Background: an optimization exercise with open tools, aiming at small area, a short achievable clock period and few clock cycles per item. Do not read the settings as production practice. Where RTL was checked, it was by simulation tests only, not by an equivalence proof against the original. Power figures rest on the tool's default switching activity, not on a simulated workload.

==> flow/design.v (excerpt) <==
module bit_population_counter #(
  parameter WIDTH = 128,
  parameter SLICE = 6
)(
  input                               clk_i,
  input                               srst_i,
  input        [(WIDTH-1):0]          data_i,
  input                               data_val_i,
  output logic [$clog2(WIDTH):0]      data_o,
  output logic                        data_val_o
);
For scale: roughly 260 cells after synthesis, about 130 flip-flops, ~140 I/O pins, about 0.0051 mm2 of cells after synthesis.
==> flow/config.mk <==
export PLATFORM = sky130hd
export DESIGN_NAME = bit_population_counter
export DESIGN_NICKNAME = bit_population_counter
export VERILOG_FILES = /design/flow/design.v
export SDC_FILE = /design/flow/constraint.sdc
export NUM_CORES = 4
export LEC_CHECK = 0
export CAP_MARGIN = 20
export CORE_MARGIN = 2
export CORE_UTILIZATION = 40
export SETUP_SLACK_MARGIN = 1.05
export SLEW_MARGIN = 20
export SYNTH_HIERARCHICAL = 1
export SYNTH_MINIMUM_KEEP_SIZE = 0
==> flow/constraint.sdc <==
create_clock -name core_clock -period 2.5 [get_ports {clk_i}]
set_input_delay 0.5000 -clock core_clock [delete_from_list [all_inputs] [get_ports {clk_i}]]
set_output_delay 0.5000 -clock core_clock [all_outputs]
set_load 0.01 [all_outputs]
standard.sh (not shown) runs the stock make flow with config.mk's settings and CLKGATE_MAP_FILE= SYNTH_SCRIPT=/design/flow/synth_recipe.tcl, a recipe that flattens the netlist after the stock synthesis.
==> flow/flow/run.sh <==
#!/bin/bash
# The standard layout (bash standard.sh), with the smallest buffer,
# sky130_fd_sc_hd__buf_1, on every input and output port (the resizer may
# still upsize it where timing needs), and clock tree synthesis without
# dummy loads. Each tool's output goes to its own log.
set -o pipefail
export BUFFER_PORTS_ARGS="-buffer_cell sky130_fd_sc_hd__buf_1"
export CTS_ARGS="-sink_clustering_enable -repair_clock_nets -dont_use_dummy_load -buf_list sky130_fd_sc_hd__clkbuf_8"
bash standard.sh > standard.log 2>&1
Testbench counts at the start, summed over its fixed seeds: cycles 8,048, items 8,000.
Edit:
--- a/flow/design.v
+++ b/flow/design.v
@@ -380,22 +380,30 @@
   logic r4_c240;
   logic r4_r3_c230;
   logic r4_c242;
   logic r5_r4_r3_s203;
   logic r5_r4_s231;
   logic r5_r4_s235;
   logic r5_s243;
   logic r5_s247;
   logic r5_c248;
   logic r5_s249;
   logic r5_c250;
+  logic r6_r5_r4_r3_s203;
+  logic r6_r5_r4_s231;
+  logic r6_r5_r4_s235;
+  logic r6_r5_s243;
+  logic r6_r5_s247;
+  logic r6_s251;
+  logic r6_s253;
+  logic r6_c254;
   pc_fa u_s1 ( .a(data_i[0]), .b(data_i[100]), .c(data_i[101]), .s(s1), .co(c2) );
   pc_fa u_s3 ( .a(data_i[102]), .b(data_i[103]), .c(data_i[104]), .s(s3), .co(c4) );
   pc_fa u_s5 ( .a(data_i[105]), .b(data_i[106]), .c(data_i[107]), .s(s5), .co(c6) );
   pc_fa u_s7 ( .a(data_i[108]), .b(data_i[109]), .c(data_i[10]), .s(s7), .co(c8) );
   pc_fa u_s9 ( .a(data_i[110]), .b(data_i[111]), .c(data_i[112]), .s(s9), .co(c10) );
   pc_fa u_s11 ( .a(data_i[113]), .b(data_i[114]), .c(data_i[115]), .s(s11), .co(c12) );
   pc_fa u_s13 ( .a(data_i[116]), .b(data_i[117]), .c(data_i[118]), .s(s13), .co(c14) );
   pc_fa u_s15 ( .a(data_i[119]), .b(data_i[11]), .c(data_i[120]), .s(s15), .co(c16) );
   pc_fa u_s17 ( .a(data_i[121]), .b(data_i[122]), .c(data_i[123]), .s(s17), .co(c18) );
   pc_fa u_s19 ( .a(data_i[124]), .b(data_i[125]), .c(data_i[126]), .s(s19), .co(c20) );
   pc_fa u_s21 ( .a(data_i[127]), .b(data_i[12]), .c(data_i[13]), .s(s21), .co(c22) );
@@ -640,20 +648,31 @@
     begin
       r5_r4_r3_s203 <= r4_r3_s203;
       r5_r4_s231 <= r4_s231;
       r5_r4_s235 <= r4_s235;
       r5_s243 <= s243;
       r5_s247 <= s247;
       r5_c248 <= c248;
       r5_s249 <= s249;
       r5_c250 <= c250;
     end
   always_ff @( posedge clk_i )
-    data_o <= {c254, s253, s251, r5_s247, r5_s243, r5_r4_s235, r5_r4_s231, r5_r4_r3_s203};
-  logic [5:0] valid_delay;
-  assign data_val_o = valid_delay[5];
+    begin
+      r6_r5_r4_r3_s203 <= r5_r4_r3_s203;
+      r6_r5_r4_s231 <= r5_r4_s231;
+      r6_r5_r4_s235 <= r5_r4_s235;
+      r6_r5_s243 <= r5_s243;
+      r6_r5_s247 <= r5_s247;
+      r6_s251 <= s251;
+      r6_s253 <= s253;
+      r6_c254 <= c254;
+    end
+  always_ff @( posedge clk_i )
+    data_o <= {r6_c254, r6_s253, r6_s251, r6_r5_s247, r6_r5_s243, r6_r5_r4_s235, r6_r5_r4_s231, r6_r5_r4_r3_s203};
+  logic [6:0] valid_delay;
+  assign data_val_o = valid_delay[6];
   always_ff @( posedge clk_i )
     if( srst_i )
       valid_delay <= '0;
     else
-      valid_delay <= {valid_delay[4:0], data_val_i};
+      valid_delay <= {valid_delay[5:0], data_val_i};
 endmodule
Hold slack is worse by 0.012 ns; final area grows by about 3.2%; global-route usage decreases by 0.12 points; wire length grows by about 2.4%; sequential power is higher by 6.2%; die area came out higher by 3.5%; first-iteration DRC count came out higher by about 66%; synthesized cell count climbs by 3.8%; clock power came out higher by about 4%; combinational power went up by about 3%; via count climbs by about 4.3%; utilization is lower by 0.42 points; worst setup slack improves by 0.038 ns.
The RTL of the second run of this note was laid out without a check of its function.

separate check: timing with driven ports:
How much do the figures lean on ideal ports? The routed layouts below were timed once more, with nothing changed but the port constraints. Step 1, drivers: a clkbuf_16 drives clk_i and a buf_2 each remaining input, both assumed. Step 2 adds t to the input delays and takes it off the output delays; t is the mean of the earliest and latest rising clock arrival at the registers after step 1. Input paths then give back, and output paths get back, about the clock's delay inside the block. Three values: ideal ports, drivers, drivers and shift; two values: the first two.
| run | shift t [ns] | setup WS [ns] | worst setup path after step 2 | latest minus earliest clock arrival (ns) |
|---|---|---|---|---|
| the first run | 0.430 | 0.986 / 0.986 / 0.755 | input to register | 0.026 / 0.026 |
| the second run | 0.449 | 1.024 / 1.024 / 0.736 | input to register | 0.023 / 0.023 |
After both steps setup and hold are still met in every run listed. The setup slack of the second run, which loses most, moves by 0.000 ns with the drivers and by -0.288 ns with both steps.
